This is an optimization exercise on Yosys and OpenROAD, whose aim is small area, not a production implementation. Only simulation tests tie the RTL to the original design; equivalence was not proved. Power and IR drop assume default switching activity.

[config.mk]
export PLATFORM = sky130hd
export DESIGN_NAME = quad_spi_top
export DESIGN_NICKNAME = quad_spi_top
export VERILOG_FILES = /design/flow/design.v
export SDC_FILE = /design/flow/constraint.sdc
export NUM_CORES = 4
export LEC_CHECK = 0
export CAP_MARGIN = 0
export CORE_MARGIN = 2
export CORE_UTILIZATION = 60
export CTS_BUF_LIST = sky130_fd_sc_hd__clkbuf_16
export CTS_CLUSTER_DIAMETER = 100
export CTS_CLUSTER_SIZE = 28
export SLEW_MARGIN = 0
[constraint.sdc]
create_clock -name core_clock -period 10.0 [get_ports {hclk_i}]
set_input_delay 2.0000 -clock core_clock [delete_from_list [all_inputs] [get_ports {hclk_i}]]
set_output_delay 2.0000 -clock core_clock [all_outputs]
set_load 0.01 [all_outputs]
[design.v]
module ffdc_128x8 (clk, rst_n, clr, wr, d, rd, q, nfull, nempty, level);
parameter CLR  = 1;
parameter FREE = 0;
input            clk;
input            rst_n;
input            clr;
input            wr;
input  [7:0]     d;
input            rd;
output reg [7:0] q;
output           nfull;
output           nempty;
output reg [4:0] level;
reg  [7:0]  mem [0:15];
reg  [3:0]  rptr;
wire [3:0]  wptr  = FREE ? (rptr - level[3:0]) : (rptr + level[3:0]);
wire        c     = CLR ? clr : 1'b0;
wire        full  = FREE ? (level == 5'd0) : level[4];
wire        empty = FREE ? level[4] : (level == 5'd0);
wire        do_wr = wr & ~full;
wire        do_rd = rd & ~empty;
wire [15:0] rsel  = 16'd1 << rptr;
reg  [7:0]  rdata;
integer     k;
always @(*) begin
  rdata = 8'h00;
  for (k = 0; k < 16; k = k + 1)
    rdata = rdata | (mem[k] & {8{rsel[k]}});
end
assign nfull  = ~full;
assign nempty = ~empty;
always @(posedge clk) begin
  if (do_wr && !c)
    mem[wptr] <= d;
end
always @(posedge clk or negedge rst_n) begin
  if (!rst_n) begin
    rptr  <= 4'd0;
    level <= FREE ? 5'd16 : 5'd0;
    q     <= 8'h00;
  end
  else if (c) begin
    rptr  <= 4'd0;
    level <= FREE ? 5'd16 : 5'd0;
  end
  else begin
    if (do_rd) begin
      rptr <= rptr + 1'b1;
      q    <= rdata;
    end
    if (FREE)
      level <= level - {4'd0, do_wr} + {4'd0, do_rd};
    else
      level <= level + {4'd0, do_wr} - {4'd0, do_rd};
  end
end
endmodule
module qspi_clk_div (clk, rst_n, prescal, sclk, rise, fall);
input        clk;
input        rst_n;
input  [7:0] prescal;
output reg   sclk;
output       rise;
output       fall;
reg  [7:0] cnt;
wire [7:0] eff  = (prescal == 8'h0) ? 8'h1 : prescal;
wire       tick = (cnt == eff);
assign rise = tick & ~sclk;
assign fall = tick &  sclk;
always @(posedge clk or negedge rst_n) begin
  if (!rst_n) begin
    cnt  <= 8'h1;
    sclk <= 1'b0;
  end
  else begin
    if (cnt < eff)
      cnt <= cnt + 1'b1;
    else
      cnt <= 8'h1;
    if (tick)
      sclk <= ~sclk;
  end
end
endmodule
module qspi_ahb_slave_itf (
  clk, rst_n, hsel_i, haddr_i, htrans_i, hwrite_i, hsize_i, hburst_i,
  hready_o, hresp_o, hrdata_o,
  val_o, asel_o, rd_o, ben_o, rdata_i, ack_i
);
input         clk;
input         rst_n;
input         hsel_i;
input  [31:0] haddr_i;
input  [1:0]  htrans_i;
input         hwrite_i;
input  [2:0]  hsize_i;
input  [2:0]  hburst_i;
output        hready_o;
output [1:0]  hresp_o;
output [31:0] hrdata_o;
output        val_o;
output reg [2:0] asel_o;
output reg    rd_o;
output reg [3:0] ben_o;
input  [31:0] rdata_i;
input         ack_i;
reg        st_data;      
reg        st_err;       
reg        hr_ok;        
reg [31:0] hrdata_r;     
wire nseq  = (htrans_i == 2'b10);
wire seq   = (htrans_i == 2'b11);
wire legal = (hburst_i[2:1] == 2'b00) & ((hsize_i == 3'b000) | (hsize_i == 3'b001) | (hsize_i == 3'b010));
wire idle  = ~st_data & ~st_err;
wire start_ok  = idle & hsel_i & nseq & legal;
wire start_err = idle & hsel_i & (htrans_i[0] | (nseq & ~legal));
wire [13:0] aw = haddr_i[15:2];
wire [2:0]  asel_c = (aw == 14'h0000) ? 3'd0 :
                     (aw == 14'h0004) ? 3'd1 :
                     (aw == 14'h0005) ? 3'd2 :
                     (aw == 14'h0006) ? 3'd3 :
                     (aw == 14'h0008) ? 3'd4 : 3'd7;
wire [3:0]  ben_c  = (hsize_i == 3'b000) ? (4'b0001 << haddr_i[1:0]) :
                     (hsize_i == 3'b001) ? (haddr_i[1] ? 4'b1100 : 4'b0011) : 4'b1111;
assign val_o    = st_data;
assign hready_o = st_data ? ack_i : ~(idle & hsel_i & htrans_i[0]);
assign hresp_o  = {1'b0, start_err | st_err};
assign hrdata_o = (st_data & ack_i) ? rdata_i : (hr_ok ? hrdata_r : 32'h0);
always @(posedge clk or negedge rst_n) begin
  if (!rst_n) begin
    st_data  <= 1'b0;
    st_err   <= 1'b0;
    hr_ok    <= 1'b0;
  end
  else begin
    hr_ok    <= 1'b1;
    st_err   <= start_err;
    if (start_ok)
      st_data <= 1'b1;
    else if (st_data & ack_i & ~(hsel_i & seq))
      st_data <= 1'b0;
  end
end
always @(posedge clk) begin
  if (start_ok)
    rd_o <= ~hwrite_i;
  if (start_ok | (st_data & seq)) begin
    asel_o <= asel_c;
    ben_o  <= ben_c;
  end
end
always @(posedge clk)
  hrdata_r <= hrdata_o;
endmodule
module qspi_ctrl_reg (
  clk, rst_n, val, asel, rd, ben, wdata, rdata, ack, busy, op_st,
  prescal, dlr, fmode, dmode, adsize, admode, imode, instr, faddr,
  tx_wr, tx_d, tx_nfull, rx_rd, rx_q, rx_nempty, cs_n
);
input             clk;
input             rst_n;
input             val;
input  [2:0]      asel;
input             rd;
input  [3:0]      ben;
input  [31:0]     wdata;
output [31:0]     rdata;
output reg        ack;
input             busy;
output reg        op_st;
output reg [7:0]  prescal;
output reg [31:0] dlr;
output reg [1:0]  fmode, dmode, adsize, admode, imode;
output reg [7:0]  instr;
output reg [31:0] faddr;
output reg        tx_wr;
output [7:0]      tx_d;
input             tx_nfull;
output reg        rx_rd;
input  [7:0]      rx_q;
input             rx_nempty;
input             cs_n;
localparam IDLE = 3'd0, RD_DAT = 3'd1, RD_ACK = 3'd2, WR_DAT = 3'd5, WR_ACK = 3'd6;
reg [2:0]  fst;
reg [3:0]  fcnt;
reg [31:0] rd_dat_r;
reg [31:0] wr_dat_r;
reg        rx_rd_r;
reg        wr_dr_r;
wire a_cr  = (asel == 3'd0);
wire a_dlr = (asel == 3'd1);
wire a_ccr = (asel == 3'd2);
wire a_ar  = (asel == 3'd3);
wire a_dr  = (asel == 3'd4);
wire wr_en = val & ~rd;
wire wr_dr = wr_en & a_dr;
wire rd_dr = val & rd & a_dr;
wire cfg   = wr_en & ~busy;     
assign rdata = ~rd ? 32'h0 : a_ccr ? {22'h0, imode, instr} : a_dr ? rd_dat_r : 32'h0;
assign tx_d  = wr_dat_r[7:0];
wire [1:0] imode_n  = (cfg & a_ccr & ben[1]) ? wdata[9:8]   : imode;
wire [1:0] admode_n = (cfg & a_ccr & ben[1]) ? wdata[11:10] : admode;
wire [1:0] fmode_n  = (cfg & a_ccr & ben[3]) ? wdata[27:26] : fmode;
wire [1:0] dmode_n  = (cfg & a_ccr & ben[3]) ? wdata[25:24] : dmode;
always @(posedge clk or negedge rst_n) begin
  if (!rst_n) begin
    prescal <= 8'h0;
    dlr     <= 32'h0;
    faddr   <= 32'h0;
    fmode   <= 2'h0;
    dmode   <= 2'h0;
    adsize  <= 2'h0;
    admode  <= 2'h0;
    imode   <= 2'h0;
    instr   <= 8'h0;
    op_st   <= 1'b0;
  end
  else begin
    if (cfg & a_cr & ben[3]) prescal <= wdata[31:24];
    if (cfg & a_dlr & ben[3]) dlr[31:24] <= wdata[31:24];
    if (cfg & a_dlr & ben[2]) dlr[23:16] <= wdata[23:16];
    if (cfg & a_dlr & ben[1]) dlr[15:8]  <= wdata[15:8];
    if (cfg & a_dlr & ben[0]) dlr[7:0]   <= wdata[7:0];
    if (cfg & a_ar & ben[3]) faddr[31:24] <= wdata[31:24];
    if (cfg & a_ar & ben[2]) faddr[23:16] <= wdata[23:16];
    if (cfg & a_ar & ben[1]) faddr[15:8]  <= wdata[15:8];
    if (cfg & a_ar & ben[0]) faddr[7:0]   <= wdata[7:0];
    fmode  <= fmode_n;
    dmode  <= dmode_n;
    imode  <= imode_n;
    admode <= admode_n;
    if (cfg & a_ccr & ben[1]) adsize <= wdata[13:12];
    if (cfg & a_ccr & ben[0]) instr  <= wdata[7:0];
    op_st <= (cfg & a_ccr & ben[0] & (imode_n != 2'b00) & (admode_n == 2'b00) &
              ((fmode_n == 2'b01) | (dmode_n == 2'b00))) |
             (cfg & a_ar & (ben != 4'h0) & (admode != 2'b00) &
              ((fmode == 2'b01) | (dmode == 2'b00))) |
             (cfg & a_dr & (ben != 4'h0) & (admode != 2'b00) &
              ((fmode == 2'b00) | (dmode != 2'b00)));
  end
end
reg [3:0] lim;    
reg       lim_ok;
always @(*) begin
  lim_ok = 1'b1;
  case (ben)
    4'hf:    lim = 4'h4;
    4'h3:    lim = 4'h2;
    4'h1:    lim = 4'h1;
    default: begin lim = 4'h0; lim_ok = 1'b0; end
  endcase
end
wire at_lim = (fcnt == lim);
always @(posedge clk or negedge rst_n) begin
  if (!rst_n) begin
    fst  <= IDLE;
    fcnt <= 4'h0;
  end
  else begin
    case (fst)
      IDLE: begin
        fcnt <= 4'h0;
        if (rd_dr && (fmode == 2'b01))
          fst <= RD_DAT;
        else if (wr_dr && (fmode == 2'b00))
          fst <= WR_DAT;
      end
      RD_DAT: begin
        if (!lim_ok || at_lim)
          fst <= RD_ACK;
        else if (ben != 4'hf || rx_nempty)
          fcnt <= fcnt + 1'b1;
        else if (cs_n)
          fst <= RD_ACK;
      end
      WR_DAT: begin
        if (!lim_ok || at_lim)
          fst <= WR_ACK;
        else if (tx_nfull)
          fcnt <= fcnt + 1'b1;
      end
      default: begin
        fcnt <= 4'h0;
        fst  <= IDLE;
      end
    endcase
  end
end
always @(*) begin
  rx_rd = 1'b0;
  tx_wr = 1'b0;
  case (fst)
    IDLE:   rx_rd = rd_dr & rx_nempty;
    RD_DAT: rx_rd = lim_ok & ~at_lim & rx_nempty;
    WR_DAT: tx_wr = lim_ok & ~at_lim & tx_nfull;
    default: ;
  endcase
end
always @(posedge clk or negedge rst_n) begin
  if (!rst_n) begin
    rx_rd_r  <= 1'b0;
    rd_dat_r <= 32'h0;
    wr_dr_r  <= 1'b0;
  end
  else begin
    rx_rd_r <= rx_rd;
    wr_dr_r <= wr_dr;
    if (rx_rd_r)
      rd_dat_r <= {rd_dat_r[23:0], rx_q};
  end
end
always @(posedge clk) begin
  if (wr_dr && !wr_dr_r)
    wr_dat_r <= wdata;
  else if (tx_wr)
    wr_dat_r <= {8'h00, wr_dat_r[31:8]};
end
always @(*) begin
  if (rd_dr)
    ack = (fst == RD_ACK) | ((fst == IDLE) & (fmode != 2'b01));
  else if (wr_dr)
    ack = (fst == WR_ACK) | ((fst == IDLE) & (fmode != 2'b00));
  else
    ack = 1'b1;
end
endmodule
module qspi_shifter (
  clk, rst_n, sclk, rise, fall, op_st, fmode, admode, imode, dmode,
  instr, faddr, adsize, dlr,
  busy, qspi_clk_o, qspi_cs_n_o, qspi_d_o, qspi_d_i, qspi_d_oe,
  rx_clr, rx_wr, rx_d, tx_rd, tx_q
);
input            clk;
input            rst_n;
input            sclk;
input            rise;
input            fall;
input            op_st;
input  [1:0]     fmode, admode, imode, dmode, adsize;
input  [7:0]     instr;
input  [31:0]    faddr;
input  [31:0]    dlr;
output           busy;
output           qspi_clk_o;
output           qspi_cs_n_o;
output reg [3:0] qspi_d_o;
input  [3:0]     qspi_d_i;
output reg [3:0] qspi_d_oe;
output           rx_clr;
output           rx_wr;
output reg [7:0] rx_d;
output           tx_rd;
input  [7:0]     tx_q;
localparam IDLE = 3'd0, START = 3'd1, INSTR = 3'd2, ADDR = 3'd3, WR_DA = 3'd4, RD_DA = 3'd5;
reg [2:0]  state, nst;
reg        start_pend;
reg        cs_n_r, cs_n_r1;
reg [2:0]  phase;
reg [7:0]  addr_t;      
reg [23:0] addr_l;      
reg [31:0] tcnt;        
reg [1:0]  acnt;        
reg        eo_instr, eo_addr, eo_wr, eo_rd;
reg        tx_rd_n;
reg        clk_oe;
reg [3:0]  d_o_c, d_oe_c;
reg        clk_oe_c;
wire start_req = op_st | start_pend;
assign busy = (state != IDLE) | start_req;
wire [2:0] ph_inst = (imode == 2'b01) ? 3'd7 : (imode == 2'b10) ? 3'd3 : (imode == 2'b11) ? 3'd1 : 3'd0;
wire [2:0] ph_addr = (admode == 2'b01) ? 3'd7 : (admode == 2'b10) ? 3'd3 : (admode == 2'b11) ? 3'd1 : 3'd0;
wire [2:0] ph_dat  = (dmode == 2'b01) ? 3'd7 : (dmode == 2'b10) ? 3'd3 : (dmode == 2'b11) ? 3'd1 : 3'd0;
wire       ph0     = (phase == 3'd0);
wire       tz      = (tcnt == 32'h0);
wire       az      = (acnt == 2'd0);
always @(posedge clk or negedge rst_n) begin
  if (!rst_n)
    start_pend <= 1'b0;
  else
    start_pend <= start_req & ~(rise & (state == IDLE));
end
always @(posedge clk or negedge rst_n) begin
  if (!rst_n)
    state <= IDLE;
  else if (rise)
    state <= nst;
end
always @(*) begin
  case (state)
    IDLE:  nst = start_req ? START : IDLE;
    START: nst = (imode != 2'b00) ? INSTR : (admode != 2'b00) ? ADDR : IDLE;
    INSTR: begin
      if (!eo_instr)
        nst = INSTR;
      else if (admode != 2'b00)
        nst = ADDR;
      else if (dmode == 2'b00)
        nst = IDLE;
      else if (fmode == 2'b00)
        nst = WR_DA;
      else if (fmode == 2'b01)
        nst = RD_DA;
      else
        nst = IDLE;
    end
    ADDR: begin
      if (!eo_addr)
        nst = ADDR;
      else if ((dmode != 2'b00) && (fmode == 2'b00))
        nst = WR_DA;
      else if ((dmode != 2'b00) && (fmode == 2'b01))
        nst = RD_DA;
      else
        nst = IDLE;
    end
    WR_DA: nst = eo_wr ? IDLE : WR_DA;
    RD_DA: nst = eo_rd ? IDLE : RD_DA;
    default: nst = IDLE;
  endcase
end
always @(posedge clk or negedge rst_n) begin
  if (!rst_n) begin
    phase    <= 3'd0;
    cs_n_r   <= 1'b1;
    eo_instr <= 1'b0;
    addr_t   <= 8'h0;
    addr_l   <= 24'h0;
    eo_addr  <= 1'b0;
    eo_wr    <= 1'b0;
    eo_rd    <= 1'b0;
    tx_rd_n  <= 1'b1;
  end
  else if (rise) begin
    case (nst)
      IDLE: begin
        phase    <= 3'd0;
        cs_n_r   <= 1'b1;
        eo_instr <= 1'b0;
        eo_addr  <= 1'b0;
      end
      START: begin
        cs_n_r <= 1'b0;
        if (imode != 2'b00)
          phase <= ph_inst;
        else if (admode != 2'b00) begin
          phase <= ph_addr;
          case (adsize)
            2'b00: addr_t <= faddr[7:0];
            2'b01: {addr_t, addr_l[23:16]} <= faddr[15:0];
            2'b10: {addr_t, addr_l[23:8]}  <= faddr[23:0];
            2'b11: {addr_t, addr_l}        <= faddr[31:0];
          endcase
        end
        tx_rd_n <= ~((dmode != 2'b00) && (fmode == 2'b00));
      end
      INSTR: begin
        tx_rd_n <= 1'b1;
        if (ph0) begin
          eo_instr <= 1'b1;
          if (admode != 2'b00)
            phase <= ph_addr;
          else
            phase <= ph_dat;
        end
        else begin
          phase    <= phase - 1'b1;
          eo_instr <= 1'b0;
        end
      end
      ADDR: begin
        eo_instr <= 1'b0;
        tx_rd_n  <= 1'b1;
        if (ph0) begin
          if (az) begin
            eo_addr <= 1'b1;
            phase   <= ph_dat;
          end
          else begin
            phase   <= ph_addr;
            eo_addr <= 1'b0;
          end
        end
        else
          phase <= phase - 1'b1;
        if (ph0) begin
          addr_t <= addr_l[23:16];
          addr_l <= {addr_l[15:0], 8'h00};
        end
      end
      WR_DA: begin
        eo_instr <= 1'b0;
        eo_addr  <= 1'b0;
        if (ph0) begin
          if (tz)
            eo_wr <= 1'b1;
          else begin
            phase <= ph_dat;
            eo_wr <= 1'b0;
          end
        end
        else
          phase <= phase - 1'b1;
      end
      RD_DA: begin
        eo_instr <= 1'b0;
        eo_addr  <= 1'b0;
        if (ph0) begin
          if (tz)
            eo_rd <= 1'b1;
          else begin
            phase <= ph_dat;
            eo_rd <= 1'b0;
          end
        end
        else
          phase <= phase - 1'b1;
      end
      default: ;
    endcase
  end
end
always @(posedge clk) begin
  if (rise) begin
    case (nst)
      START: begin
        tcnt <= dlr;
        acnt <= adsize;
      end
      INSTR:
        if (ph0)
          acnt <= adsize;
      ADDR:
        if (ph0 && !az)
          acnt <= acnt - 1'b1;
      WR_DA, RD_DA:
        if (ph0 && !tz)
          tcnt <= tcnt - 1'b1;
      default: ;
    endcase
  end
end
always @(posedge clk) begin
  if (rise && nst == RD_DA)
    rx_d <= {rx_d[6:0], qspi_d_i[1]};
end
reg [7:0] obyte;
reg [1:0] omode;
reg [3:0] obits;
always @(*) begin
  case (nst)
    INSTR:   begin obyte = instr;  omode = imode;  end
    ADDR:    begin obyte = addr_t; omode = admode; end
    default: begin obyte = tx_q;   omode = dmode;  end
  endcase
  case (omode)
    2'b10:   obits = {2'b11, obyte[{phase[1:0], 1'b1}], obyte[{phase[1:0], 1'b0}]};
    2'b11:   obits = phase[0] ? obyte[7:4] : obyte[3:0];
    default: obits = {3'b111, obyte[phase]};
  endcase
end
always @(*) begin
  d_o_c    = 4'hf;
  d_oe_c   = 4'h0;
  clk_oe_c = 1'b0;
  case (nst)
    INSTR: begin
      clk_oe_c = 1'b1;
      d_o_c    = obits;
      d_oe_c   = (imode == 2'b01) ? 4'hd : 4'hf;
    end
    ADDR, WR_DA: begin
      clk_oe_c = 1'b1;
      d_o_c    = obits;
    end
    RD_DA: clk_oe_c = 1'b1;
    default: ;
  endcase
end
always @(posedge clk or negedge rst_n) begin
  if (!rst_n) begin
    cs_n_r1   <= 1'b1;
    qspi_d_o  <= 4'hf;
    qspi_d_oe <= 4'h0;
    clk_oe    <= 1'b1;
  end
  else if (fall) begin
    cs_n_r1   <= cs_n_r;
    qspi_d_o  <= d_o_c;
    qspi_d_oe <= d_oe_c;
    clk_oe    <= clk_oe_c;
  end
end
assign rx_clr      = rise & (nst == START) & (fmode == 2'b01);
assign rx_wr       = rise & (state == RD_DA) & (phase == 3'd7);
assign tx_rd       = ~tx_rd_n & rise;
assign qspi_clk_o  = clk_oe & sclk;
assign qspi_cs_n_o = cs_n_r & cs_n_r1;
endmodule
module quad_spi_top (
  hclk_i, hresetn_i, hsel_i, haddr_i, htrans_i, hwrite_i, hsize_i, hburst_i,
  hwdata_i, hrdata_o, hready_o, hresp_o,
  tx_fifo_space, rx_fifo_fill,
  qspi_clk_o, qspi_d_i, qspi_d_o, qspi_d_oe, qspi_cs_n_o
);
input            hclk_i;
input            hresetn_i;
input            hsel_i;
input   [31:0]   haddr_i;
input   [1:0]    htrans_i;
input            hwrite_i;
input   [2:0]    hsize_i;
input   [2:0]    hburst_i;
input   [31:0]   hwdata_i;
output  [31:0]   hrdata_o;
output           hready_o;
output  [1:0]    hresp_o;
output  [3:0]    tx_fifo_space;
output  [3:0]    rx_fifo_fill;
output           qspi_clk_o;
input   [3:0]    qspi_d_i;
output  [3:0]    qspi_d_o;
output  [3:0]    qspi_d_oe;
output           qspi_cs_n_o;
wire        val;
wire [2:0]  asel;
wire        rd;
wire [3:0]  ben;
wire [31:0] rdata;
wire        ack;
wire        busy;
wire        op_st;
wire [7:0]  prescal;
wire [1:0]  fmode, dmode, adsize, admode, imode;
wire [7:0]  instr;
wire [31:0] dlr, faddr;
wire        sclk, rise, fall;
wire        tx_wr, tx_rd, tx_nfull;
wire [7:0]  tx_d, tx_q;
wire [4:0]  tx_free;
wire        rx_wr, rx_rd, rx_nempty, rx_clr;
wire [7:0]  rx_d, rx_q;
wire [4:0]  rx_used;
assign tx_fifo_space = tx_free[4] ? 4'hf : tx_free[3:0];
assign rx_fifo_fill  = rx_used[4] ? 4'hf : rx_used[3:0];
qspi_clk_div u_clk_div (
  .clk(hclk_i), .rst_n(hresetn_i), .prescal(prescal),
  .sclk(sclk), .rise(rise), .fall(fall));
qspi_ahb_slave_itf u_ahb_if (
  .clk(hclk_i), .rst_n(hresetn_i), .hsel_i(hsel_i), .haddr_i(haddr_i),
  .htrans_i(htrans_i), .hwrite_i(hwrite_i), .hsize_i(hsize_i), .hburst_i(hburst_i),
  .hready_o(hready_o), .hresp_o(hresp_o), .hrdata_o(hrdata_o),
  .val_o(val), .asel_o(asel), .rd_o(rd), .ben_o(ben), .rdata_i(rdata), .ack_i(ack));
qspi_ctrl_reg u_ctrl_reg (
  .clk(hclk_i), .rst_n(hresetn_i), .val(val), .asel(asel), .rd(rd), .ben(ben),
  .wdata(hwdata_i), .rdata(rdata), .ack(ack), .busy(busy), .op_st(op_st),
  .prescal(prescal), .dlr(dlr), .fmode(fmode), .dmode(dmode), .adsize(adsize),
  .admode(admode), .imode(imode), .instr(instr), .faddr(faddr),
  .tx_wr(tx_wr), .tx_d(tx_d), .tx_nfull(tx_nfull),
  .rx_rd(rx_rd), .rx_q(rx_q), .rx_nempty(rx_nempty), .cs_n(qspi_cs_n_o));
ffdc_128x8 #(.CLR(0), .FREE(1)) u_wr_dat_fifo (
  .clk(hclk_i), .rst_n(hresetn_i), .clr(1'b0),
  .wr(tx_wr), .d(tx_d), .rd(tx_rd), .q(tx_q),
  .nfull(tx_nfull), .nempty(), .level(tx_free));
ffdc_128x8 #(.CLR(1), .FREE(0)) u_rd_dat_fifo (
  .clk(hclk_i), .rst_n(hresetn_i), .clr(rx_clr),
  .wr(rx_wr), .d(rx_d), .rd(rx_rd), .q(rx_q),
  .nfull(), .nempty(rx_nempty), .level(rx_used));
qspi_shifter u_qspi_shifter (
  .clk(hclk_i), .rst_n(hresetn_i), .sclk(sclk), .rise(rise), .fall(fall),
  .op_st(op_st), .fmode(fmode), .admode(admode), .imode(imode), .dmode(dmode),
  .instr(instr), .faddr(faddr), .adsize(adsize), .dlr(dlr),
  .busy(busy), .qspi_clk_o(qspi_clk_o), .qspi_cs_n_o(qspi_cs_n_o),
  .qspi_d_o(qspi_d_o), .qspi_d_i(qspi_d_i), .qspi_d_oe(qspi_d_oe),
  .rx_clr(rx_clr), .rx_wr(rx_wr), .rx_d(rx_d), .tx_rd(tx_rd), .tx_q(tx_q));
endmodule
[flow/run.sh]
#!/bin/bash
# The standard layout (the standard.sh: standard synthesis, floorplan,
# placement, CTS, routing), with the smallest buffer as the port buffer cell.
# Every input and output port still gets its own buffer.
set -euo pipefail
export BUFFER_PORTS_ARGS="-buffer_cell sky130_fd_sc_hd__buf_1"
bash standard.sh > standard.log 2>&1
[standard.sh]
#!/bin/bash
# synth_recipe.tcl (not shown) runs the flow's synth.tcl, then flattens the netlist and writes it again
# the make line also repeats each setting of config.mk as NAME=value (left out here)
make -C /OpenROAD-flow-scripts/flow DESIGN_CONFIG=/design/flow/config.mk WORK_HOME=/design/flow/orfs CLKGATE_MAP_FILE= SYNTH_SCRIPT=/design/flow/synth_recipe.tcl "${@:-finish}"
==> flow_summary.ini, run 1 <==
[setup_path]
cp.arrival_ns = 3.77
start_kind = input port
cp_num_buf_inv = 2
worstPathCellList = buf_1 -> a2111oi_0 -> nor2b_1 -> o21a_1 -> or2_2 -> buf_1
critical-path-max-stage-delay_ns = 0.94
end_kind = output port
cpLargestDelayFamily = compound AO/OA/AOI/OAI gates
cp_max_fo = 3
criticalPathCategory = in2out
cp.required_ns = 8.00
critPathMostFrequentCell = buf_1
critPathSlowestCell = a2111oi_0

[clocking]
cts_tree = built
cts_max_level = 1
clockBufferDepth = 3
clock_latency_ns = 0.61
post_cts_buffers = 0
post_cts_resized = 0
path_clk_slew_ns = 0.11
clock-sinks = 601
cts_root_buf = clkbuf_16
cts_buffers = 25
postCtsHoldBufs = 0

[placed_design]
place_area_um2 = 27600
portBuffers = 111
gp_congestion = 0.861
dp.cells = 2731
dp_hpwl_um = 43000

[floorplanning]
fp.coreArea_um2 = 44000
die_area_um2 = 46100
die_h_um = 215
rows = 77
start_util_pct = 60.5
die_w_um = 215
ios = 133

[yosys]
syn_area_um2 = 26600
async_flop_share_pct = 38.4
synthCells = 2109
yosysTopAreaCellShare_pct = 38.1
yosys_register_bits = 601
ys_top_cells_by_count = 338 x edfxtp_1, 221 x dfrtp_1, 192 x nand2_1
synth-edff-count = 338
synth_seq_area_share_pct = 62.3
syn_avg_cell_area_um2 = 12.6
ys_types = 96
synth.most_common_cell = edfxtp_1
yosysWarnings = 6
synth.top_cells.by_area = edfxtp_1 38%, dfrtp_1 21%, mux2_2 7.0%, ha_1 2.7%, nand2_1 2.7%
yosys.area.top_type = edfxtp_1
synth_flop_cell = edfxtp_1
syn_nets = 2251

[pwr]
p_leak_uw = 0.0106
power_per_cell_area_nw_per_um2 = 172
vdd_drop_max_uv = 155
total_power_uw = 4850

[global_route]
grt_usage_pct = 27.5
grt.busiest_layer = met2
grt_pass1_vias = 17000
use_met2_pct = 45.2
grt_pass1_wl_um = 98100
grt_max_degree = 79
use_met3_pct = 3.70
grt-ovfl-total = 0
antenna_found_initial = 1
met1_usage_pct = 38.9

[timing]
relSlewSlack_pct = 22.3
fmax_mhz = 173
fin_crit_sh_pct = 57.7
fin_tns_setup_ns = 0
rsz0062_at_grt = no
drv_slew = 0
min_period_ns = 5.77
skew_ns = 0.0321
setup_viol = 0
hold_violations = 0
worstMarginPinSlew_ns = 1.16

[layout]
final_layout_size_suffix_gt1_share_pct = 12.7
final_cells = 2778
nets = 2308
fin_area_um2 = 28300
area_delta_synth_final_pct = 6.26
regArea_um2 = 16600
fillers = 3451
multiInputGateArea_um2 = 9320

[drt]
via_per_inst = 6.16
drc = 0
ant_nets = 0
vias = 17100
first_pass_iters = 8
wl_per_cell_um = 22.7
drtIter0Drc = 1599
routed_wl_um = 63100

[flow_run]
cap_violations = 0

[min_path]
worstHoldPathType = reg2reg

[run_status]
status = timing/DRC/antenna clean
layout by cell type, fill, tap and decap left out, drive strengths merged, types with 26 or more instances in the layout:
cell,synthesis,final
clkbuf,80,26
nor3,31,31
a21oi,65,65
nand3,59,59
o21ai,138,138
a31oi,28,28
a22oi,56,56
buf,32,141
mux2,166,166
nand2,192,192
edfxtp,338,338
inv,66,87
nor2,141,141
ha,58,58
a22o,30,30
mux2i,29,29
dfxtp,32,32
dfrtp,221,221
xnor2,41,41
routing by layer:
layer,up-vias,share of wire [%]
met5,-,0
met4,0,2.7
li1,7940,-
met1,8607,43
met2,501,48
met3,77,6.1
report_power, final:
| group | switching (µW) | internal [µW] | leakage [µW] |
|---|---|---|---|
| Combinational | 561 | 304 | 0.00389 |
| Clock | 745 | 470 | 0.000426 |
| Sequential | 85.3 | 2690 | 0.00624 |
area by class of cell:
cell class / instances / area share, %
Timing Repair Buffer: 142 / 2.31
Tap cell: 592 / 2.62
Antenna cell: 1 / 0.00884
Multi-Input combinational cell: 1328 / 33.0
Sequential cell: 601 / 58.6
Inverter: 68 / 0.902
Clock inverter: 21 / 0.380
Clock buffer: 25 / 2.21
sequential cells by signal, summed over array words and instances (netlist names), 8 cells and up:
name and cells:
u_ctrl_reg.dlr 32, u_qspi_shifter.rx_d 8, u_qspi_shifter.addr_l 24, u_ctrl_reg.instr 8, u_qspi_shifter.addr_t 8, u_wr_dat_fifo.q 8, u_ctrl_reg.rd_dat_r 32, u_rd_dat_fifo.mem 128
u_ctrl_reg.faddr 32, u_clk_div.cnt 8, u_wr_dat_fifo.mem 128, u_rd_dat_fifo.q 8, u_ahb_if.hrdata_r 32, u_ctrl_reg.wr_dat_r 32, u_qspi_shifter.tcnt 32, u_ctrl_reg.prescal 8
stage by stage:
| step | utilization (%) | hold slack, ns | setup WS [ns] |
|---|---|---|---|
| finish | 64.3 | 0.464 | 4.23 |
| detailed placement | 62.6 | 0.448 | 4.14 |
| global placement | 62.6 | 0.444 | 4.21 |
| floorplan | - | 0.436 | 4.98 |
| CTS | 64.3 | 0.465 | 4.14 |
| global route | 64.3 | 0.493 | 4.16 |
worst min-delay path, cell delays in order (launching register included):
cell and delay, ns:
dfstp_2 0.38, nand2_1 0.04, nand2_1 0.05
logic make-up (layout without fill, tap and decap cells):
group	Yosys count	after routing	synth area share [%]
muxes	197	197	8.28
xor gates and xnor gates	58	58	1.91
buffers and inverters	180	256	2.87
adders and majority gates	63	63	3.06
and+or+nand+nor	549	549	9.74
other	2	3	0.0282
DFF	601	601	62.3
AOI/OAI and AO/OA	459	459	11.8
worst paths after layout:
path,startpoint,end,slack [ns],cells after the start
min in group asynchronous,hresetn_i,u_wr_dat_fifo.rptr[1]$_DFFE_PN0P_,1.54,1
setup reg to reg,u_ctrl_reg.prescal[5]$_DFFE_PN0P_,u_rd_dat_fifo.mem[5][6]$_DFFE_PP_,5.80,8
hold reg to reg,u_qspi_shifter.cs_n_r1$_DFFE_PN1P_,u_qspi_shifter.cs_n_r1$_DFFE_PN1P_,0.46,2
max in group asynchronous,hresetn_i,u_clk_div.cnt[4]$_DFF_PN0_,6.61,3
setup / recovery,hsize_i[0],hresp_o[0],4.23,6
hold / removal,u_qspi_shifter.cs_n_r1$_DFFE_PN1P_,u_qspi_shifter.cs_n_r1$_DFFE_PN1P_,0.46,2
==> run 2: changes to the inputs <==
==> config.mk (replaced) <==
export PLATFORM = sky130hd
export DESIGN_NAME = quad_spi_top
export DESIGN_NICKNAME = quad_spi_top
export VERILOG_FILES = /design/flow/design.v
export SDC_FILE = /design/flow/constraint.sdc
export NUM_CORES = 4
export LEC_CHECK = 0
export CAP_MARGIN = 20
export CORE_MARGIN = 2
export CORE_UTILIZATION = 60
export CTS_BUF_LIST = sky130_fd_sc_hd__clkbuf_8 sky130_fd_sc_hd__clkbuf_16
export CTS_CLUSTER_DIAMETER = 80
export CTS_CLUSTER_SIZE = 20
export SLEW_MARGIN = 20
==> flow_summary.ini, run 2 <==
[setup_path]
critical-path-max-stage-delay_ns = 0.94
cp.arrival_ns = 3.77
start_kind = input port
cpLargestDelayFamily = compound AO/OA/AOI/OAI gates
worstPathCellList = buf_1 -> a2111oi_0 -> nor2b_1 -> o21a_1 -> or2_2 -> buf_1
cp_num_buf_inv = 2
cp_max_fo = 3
criticalPathCategory = in2out
critPathMostFrequentCell = buf_1
worstReg2RegStart = u_ctrl_reg.prescal[5]$_DFFE_PN0P_
cp.required_ns = 8.00
end_kind = output port
critPathSlowestCell = a2111oi_0
crit_path_start = hsize_i[0]

[timing]
hold_violations = 0
drv_slew = 0
setup_viol = 0
fmax_mhz = 173
rsz0062_at_grt = no
fin_crit_sh_pct = 57.7
skew_ns = 0.0197
worstMarginPinSlew_ns = 1.18
relSlewSlack_pct = 21.1
setup_slack_ns = 4.23
min_period_ns = 5.77
fin_tns_setup_ns = 0

[clocking]
post_cts_resized = 0
cts_buffers = 36
cts_max_level = 2
cts_root_buf = clkbuf_16
postCtsHoldBufs = 0
cts_tree = built
post_cts_buffers = 0
path_clk_slew_ns = 0.09
clock-sinks = 601
clock_latency_ns = 0.58
clockBufferDepth = 3

[layout]
area_delta_synth_final_pct = 7.65
final_layout_size_suffix_gt1_share_pct = 13.4
fin_area_um2 = 28700
final_cells = 2798
n_antenna_cell = 0
reg.largest.list = u_rd_dat_fifo.mem x128, u_wr_dat_fifo.mem x128
most-common-layout-cells = 338 x edfxtp_1, 221 x dfrtp_1, 192 x nand2_1, 166 x mux2_2, 139 x nor2_1
final_util_pct = 65.1
nets = 2320
final_common_cell = edfxtp_1

[drt]
routed_wl_um = 63700
wl_per_cell_um = 22.7
ant_nets = 0
via_per_inst = 6.15
vias = 17200
first_pass_iters = 8
drc = 0
drtIter0Drc = 1687

[flow_run]
cap_violations = 0

[yosys]
synth.most_common_cell = edfxtp_1
synth_compound_area_share_pct = 11.8
yosys_register_bits = 601
synthSimpleGateAreaFrac_pct = 9.74
synth.top_cells.by_area = edfxtp_1 38%, dfrtp_1 21%, mux2_2 7.0%, ha_1 2.7%, nand2_1 2.7%
yosys.area.top_type = edfxtp_1
ys_top_cells_by_count = 338 x edfxtp_1, 221 x dfrtp_1, 192 x nand2_1
synth-xor-area-share_pct = 1.91
synthCells = 2109
synth_flop_cell = edfxtp_1
synth-edff-count = 338
synth.area.mux_share_pct = 8.28
yosysTopAreaCellShare_pct = 38.1
ys_types = 96
yosysWarnings = 6
syn_nets = 2251
synth_top_family_by_area = compound AO/OA/AOI/OAI gates
syn_area_um2 = 26600
synth_seq_area_share_pct = 62.3
async_flop_share_pct = 38.4
synth-adder-area-share_pct = 3.06
syn_avg_cell_area_um2 = 12.6

[min_path]
worstHoldPathType = reg2reg
min_from = u_qspi_shifter.cs_n_r1$_DFFE_PN1P_

[global_route]
antenna_found_initial = 1
grt_max_degree = 79
grt_pass1_wl_um = 98600
grt_pass1_vias = 17000
grt_usage_pct = 27.8
grt-ovfl-total = 0

[pwr]
p_leak_uw = 0.0107
power_per_cell_area_nw_per_um2 = 180
vdd_drop_max_uv = 175

[floorplanning]
rows = 77
fp.coreArea_um2 = 44000
die_area_um2 = 46100
die_w_um = 215
ios = 133
die_h_um = 215
start_util_pct = 60.5

[placed_design]
dp.cells = 2731
dp_hpwl_um = 43000
gp_congestion = 0.861
portBuffers = 111
place_area_um2 = 27600
dp_slack_ns = 4.14

[run_status]
status = timing/DRC/antenna clean
run 2: area by class of cell:
type                    instances  area, µm²
multi-input cells            1328       9340
inverters                      68        255
flip-flops and latches        601      16600
clock buffers                  39        965
repair buffers                143        664
fillers                      3403      15400
well taps                     592        741
clock inverters                27        119
run 2: metal layers:
metal,up-vias,global-route usage (%),part of all wire [%]
met3,86,4.79,5.9
met2,470,45.3,48
met5,-,0,0
li1,7986,-,-
met4,0,7.94,2.6
met1,8657,39.0,44
run 2: metrics by stage:
step                      power [µW]  hold slack (ns)
after floorplan                 3420            0.436
after detailed placement        3680            0.448
final                           5150            0.461
after CTS                       5170            0.461
after global placement          3670            0.444
after global routing            5380            0.489
run 2: path summary, 6_finish.rpt:
kind	endpoint	cells past startpoint	slack [ns]
hold / removal	u_qspi_shifter.cs_n_r1$_DFFE_PN1P_	2	0.46
setup reg to reg	u_rd_dat_fifo.mem[5][1]$_DFFE_PP_	8	5.76
hold reg to reg	u_qspi_shifter.cs_n_r1$_DFFE_PN1P_	2	0.46
setup / recovery	hresp_o[0]	6	4.23
min in group asynchronous	u_wr_dat_fifo.rptr[3]$_DFFE_PN0P_	1	1.60
max in group asynchronous	u_ctrl_reg.fst[0]$_DFFE_PN0P_	3	6.58
run 2: logic make-up after synthesis:
family,Yosys count
flops,601
simple gates,549
compound gates,459
mux,197
buf+inv,180
fa+ha+maj,63
xor+xnor,58
other cells,2
run 2: worst min-delay path: stages, from the launching register on:
cell and delay, ns:
dfstp_2 0.38, nand2_1 0.05, nand2_1 0.05
run 2: where the power goes:
group          internal (µW)  switching [µW]  total, µW
sequential              2690            85.2       2770
clock                    704             803       1510
combinational            304             563        867
total                   3700            1450       5150

## afterwards: timing with drivers on the ports
How much do the figures lean on ideal ports? The routed layouts below were timed once more, with nothing changed but the port constraints.
Step 1 (the two cells are an assumption about what drives the block):
set clk [get_ports {hclk_i}]
set_driving_cell -lib_cell sky130_fd_sc_hd__clkbuf_16 $clk
set_driving_cell -lib_cell sky130_fd_sc_hd__buf_2 [delete_from_list [all_inputs] $clk]
Step 2 times the ports against the registers' clock, not the clock port: input delays grow and output delays shrink by t, the midpoint of the rising clock arrivals with the driver on.
a / b / c = no drivers / after step 1 / after step 2; a / b = the first two.
run | t (ns) | slack for setup (ns) | worst hold slack (ns) | cell pins on the clock port's net
run 1 | 0.655 | 4.231 / 4.210 / 4.210 | 0.464 / 0.464 / 0.464 | 1
run 2 | 0.627 | 4.234 / 4.214 / 4.214 | 0.461 / 0.461 / 0.461 | 1
After both steps every run listed still meets setup and hold. The setup slack of run 1, which loses most, moves by -0.021 ns with the drivers and by -0.021 ns with both steps.
